Background: an optimization exercise with open tools, aiming at small area. Do not read the settings as production practice. Only simulation tests tie the RTL to the original design; equivalence was not proved. The flow treats the clock pin as an ideal source. Dropping or thinning the clock tree relies on that and would not hold on a real chip.

Design top, start of the top module:
module top (
    input  logic       clk,
    input  logic       rst,
    input  logic [7:0] data,
    input  logic       BTNC,
    input  logic       BTND,
    input  logic       received,
    output logic       transmitted,
    output logic [7:0] RXBUF,
    output logic [7:0] TXREG
);
For scale: about 220 cells after synthesis, about 75 flip-flops, roughly 30 I/O pins.
clock: 10.0 ns
lec_check: 0
cap_margin: 20
core_margin: 2
core_utilization: 70
place_density: 0.8
slew_margin: 20
standard.sh (not shown) runs the stock make flow with config.mk's settings and CLKGATE_MAP_FILE= SYNTH_SCRIPT=/design/flow/synth_recipe.tcl, a recipe that flattens the netlist after the stock synthesis.
==> flow/flow/run.sh <==
#!/bin/bash
# Layout flow: ORFS via the standard.sh, with
#  - synthesis as standard.sh's (synth_recipe.tcl + ORFS synth.tcl) except
#    for ABC's technology mapping: it is run with each area-oriented script
#    flow/abc_*.script and the one giving the smallest cell area is kept
#    (everything before ABC, so every register, is the standard synthesis's);
#  - ports buffered with buf_1;
#  - a one-level clock distribution instead of TritonCTS's H-tree
#    (flow/pre_cts.tcl, flow/manual_cts.tcl).
# Each step's output goes to its own log in this folder.
set -euo pipefail
export BUFFER_PORTS_ARGS="-buffer_cell sky130_fd_sc_hd__buf_1"
export PRE_CTS_TCL="$PWD/flow/pre_cts.tcl"
export CLKBUF_CELL=sky130_fd_sc_hd__clkbuf_8
export CLKBUF_N=4

# synthesis script: synth_recipe.tcl with its "source .../synth.tcl" line
# replaced by the patched ORFS synthesis
sed "s#^source \$::env(SCRIPTS_DIR)/synth.tcl\$#source $PWD/flow/synth_patch.tcl#" synth_recipe.tcl > my_synth.tcl
grep -q "synth_patch.tcl" my_synth.tcl
# the make call of standard.sh, with our synthesis script, up to synth
WH=$(sed -n 's#.* WORK_HOME=\([^ ]*\) .*#\1#p' standard.sh)
[[ -n "$WH" ]]
sed -e "s#SYNTH_SCRIPT=[^ ]*#SYNTH_SCRIPT=$PWD/my_synth.tcl#" \
    -e 's#"${@:-finish}"#synth#' \
    -e '/^if \[\[/,$d' standard.sh > my_synth.sh

# try each ABC script in a scratch ORFS work folder
best=""; best_area=""
for s in flow/abc_*.script; do
  name=$(basename "$s" .script)
  sed "s#WORK_HOME=[^ ]*#WORK_HOME=$PWD/try_$name#" my_synth.sh > try_$name.sh
  if AREA_ABC_SCRIPT="$PWD/$s" bash try_$name.sh > synth_$name.log 2>&1; then
    area=$(sed -n "s/.*Chip area for module '\\\\top': \([0-9.]*\).*/\1/p" try_$name/reports/*/*/*/synth_stat.txt | head -1)
    echo "$name $area" >> synth_tries.txt
    if [[ -n "$area" ]] && { [[ -z "$best" ]] || awk "BEGIN{exit !($area < $best_area)}"; }; then
      best=$s; best_area=$area
    fi
  fi
done
[[ -n "$best" ]]
echo "chosen $best $best_area" >> synth_tries.txt
rm -rf try_*
AREA_ABC_SCRIPT="$PWD/$best" bash my_synth.sh > synth.log 2>&1
# the rest of the standard flow (synthesis results are up to date)
bash standard.sh > standard.log 2>&1
==> flow/flow/abc_a2.script <==
&get -n
&st
&dch -f
&nf -a -R 1000
&put
==> flow/flow/abc_a6.script <==
&get -n
&st
&dc2
&dch -f
&nf -a -R 1000
&put
==> flow/flow/abc_a7.script <==
&get -n
&st
&dch -f
&nf -a -R 1000
&st
&dch -f
&nf -a -R 1000
&put
==> flow/flow/abc_b2.script <==
&get -n
&st
&syn2
&st
&dch -f
&nf -a -R 1000
&put
==> flow/flow/abc_b3.script <==
&get -n
&st
&dch -f
&nf -a -R 1000
&st
&syn2
&dch -f
&nf -a -R 1000
&put
==> flow/flow/abc_b5.script <==
&get -n
&st
&dc2
&dc2
&dch -f
&nf -a -R 1000
&put
==> flow/flow/synth_patch.tcl <==
# Runs ORFS's synth.tcl with one change: the final ABC technology mapping
# uses flow/area.abc (area-oriented &nf) instead of ORFS's abc_speed.script.
# Everything before and after ABC (and so every register) is as in the
# standard synthesis.
proc area_abc_args { a } {
  set i [lsearch -exact $a -script]
  if { $i >= 0 } { lset a [expr { $i + 1 }] $::env(AREA_ABC_SCRIPT) }
  return $a
}
set f [open $::env(SCRIPTS_DIR)/synth.tcl]
set orfs_synth [read $f]
close $f
set n [regsub -all {log_cmd abc \{\*\}\$abc_args} $orfs_synth {log_cmd abc {*}[area_abc_args $abc_args]} orfs_synth]
if { $n != 1 } { error "synth_patch.tcl: ABC call not found in synth.tcl" }
eval $orfs_synth
Other scripts of this flow, unchanged in this note and not shown: flow/flow/manual_cts.tcl, flow/flow/pre_cts.tcl
The baseline passed the timing, design-rule and antenna checks.
Rerun with:
==> flow/flow/run.sh (replaced) <==
#!/bin/bash
# Layout flow: ORFS via the standard.sh, with
#  - synthesis as standard.sh's (synth_recipe.tcl + ORFS synth.tcl) except
#    that ABC maps with an area-oriented script (flow/area.abc);
#  - ports buffered with buf_1;
#  - a one-level clock distribution instead of TritonCTS's H-tree
#    (flow/pre_cts.tcl, flow/manual_cts.tcl).
# Each step's output goes to its own log in this folder.
set -euo pipefail
export BUFFER_PORTS_ARGS="-buffer_cell sky130_fd_sc_hd__buf_1"
export PRE_CTS_TCL="$PWD/flow/pre_cts.tcl"
export CLKBUF_CELL=sky130_fd_sc_hd__clkbuf_8
export CLKBUF_N=4
export AREA_ABC_SCRIPT="$PWD/flow/area.abc"

# synthesis script: synth_recipe.tcl with its "source .../synth.tcl" line
# replaced by the patched ORFS synthesis
sed "s#^source \$::env(SCRIPTS_DIR)/synth.tcl\$#source $PWD/flow/synth_patch.tcl#" synth_recipe.tcl > my_synth.tcl
grep -q "synth_patch.tcl" my_synth.tcl
# the same make call as standard.sh, with our synthesis script, up to synth
sed -e "s#SYNTH_SCRIPT=[^ ]*#SYNTH_SCRIPT=$PWD/my_synth.tcl#" \
    -e 's#"${@:-finish}"#synth#' \
    -e '/^if \[\[/,$d' standard.sh > my_synth.sh
bash my_synth.sh > synth.log 2>&1
# the rest of the standard flow (synthesis results are up to date)
bash standard.sh > standard.log 2>&1
==> flow/flow/area.abc (new file) <==
&get -n
&st
&dch -f
&nf -a -R 1000
&put
- CORE_UTILIZATION: 70 -> 85
- PLACE_DENSITY: 0.8 -> 0.9
removed: flow/flow/abc_a2.script
removed: flow/flow/abc_a6.script
removed: flow/flow/abc_a7.script
removed: flow/flow/abc_b2.script
removed: flow/flow/abc_b3.script
removed: flow/flow/abc_b5.script
Now the flow failed in 3_3_place_gp; area after synthesis grows by 0.92%; synthesized cell count shrinks by 5.4%.
In the first run of this note the design's own scripts or RTL, not TritonCTS, make the clock network.

-- static timing again, ports no longer ideal --
The results above use ideal ports. As a check the final layout listed here was re-extracted and re-timed, cells and wires unchanged. Step 1, drivers: a clkbuf_16 drives clk and a buf_2 each remaining input, both assumed. Step 2 times the ports against the registers' clock, not the clock port: input delays grow and output delays shrink by t, the midpoint of the rising clock arrivals with the driver on. a / b / c = ideal / step 1 / step 2; a / b = the first two.
run: the first run
t (ns): 0.210
setup WS [ns]: 5.931 / 5.950 / 5.740
worst hold slack (ns): 0.382 / 0.382 / 0.382
cell pins on the clock port's net: 4
After both steps setup and hold are still met in the first run. For the first run, drivers alone change the setup slack by +0.019 ns; drivers and shift together by -0.191 ns.
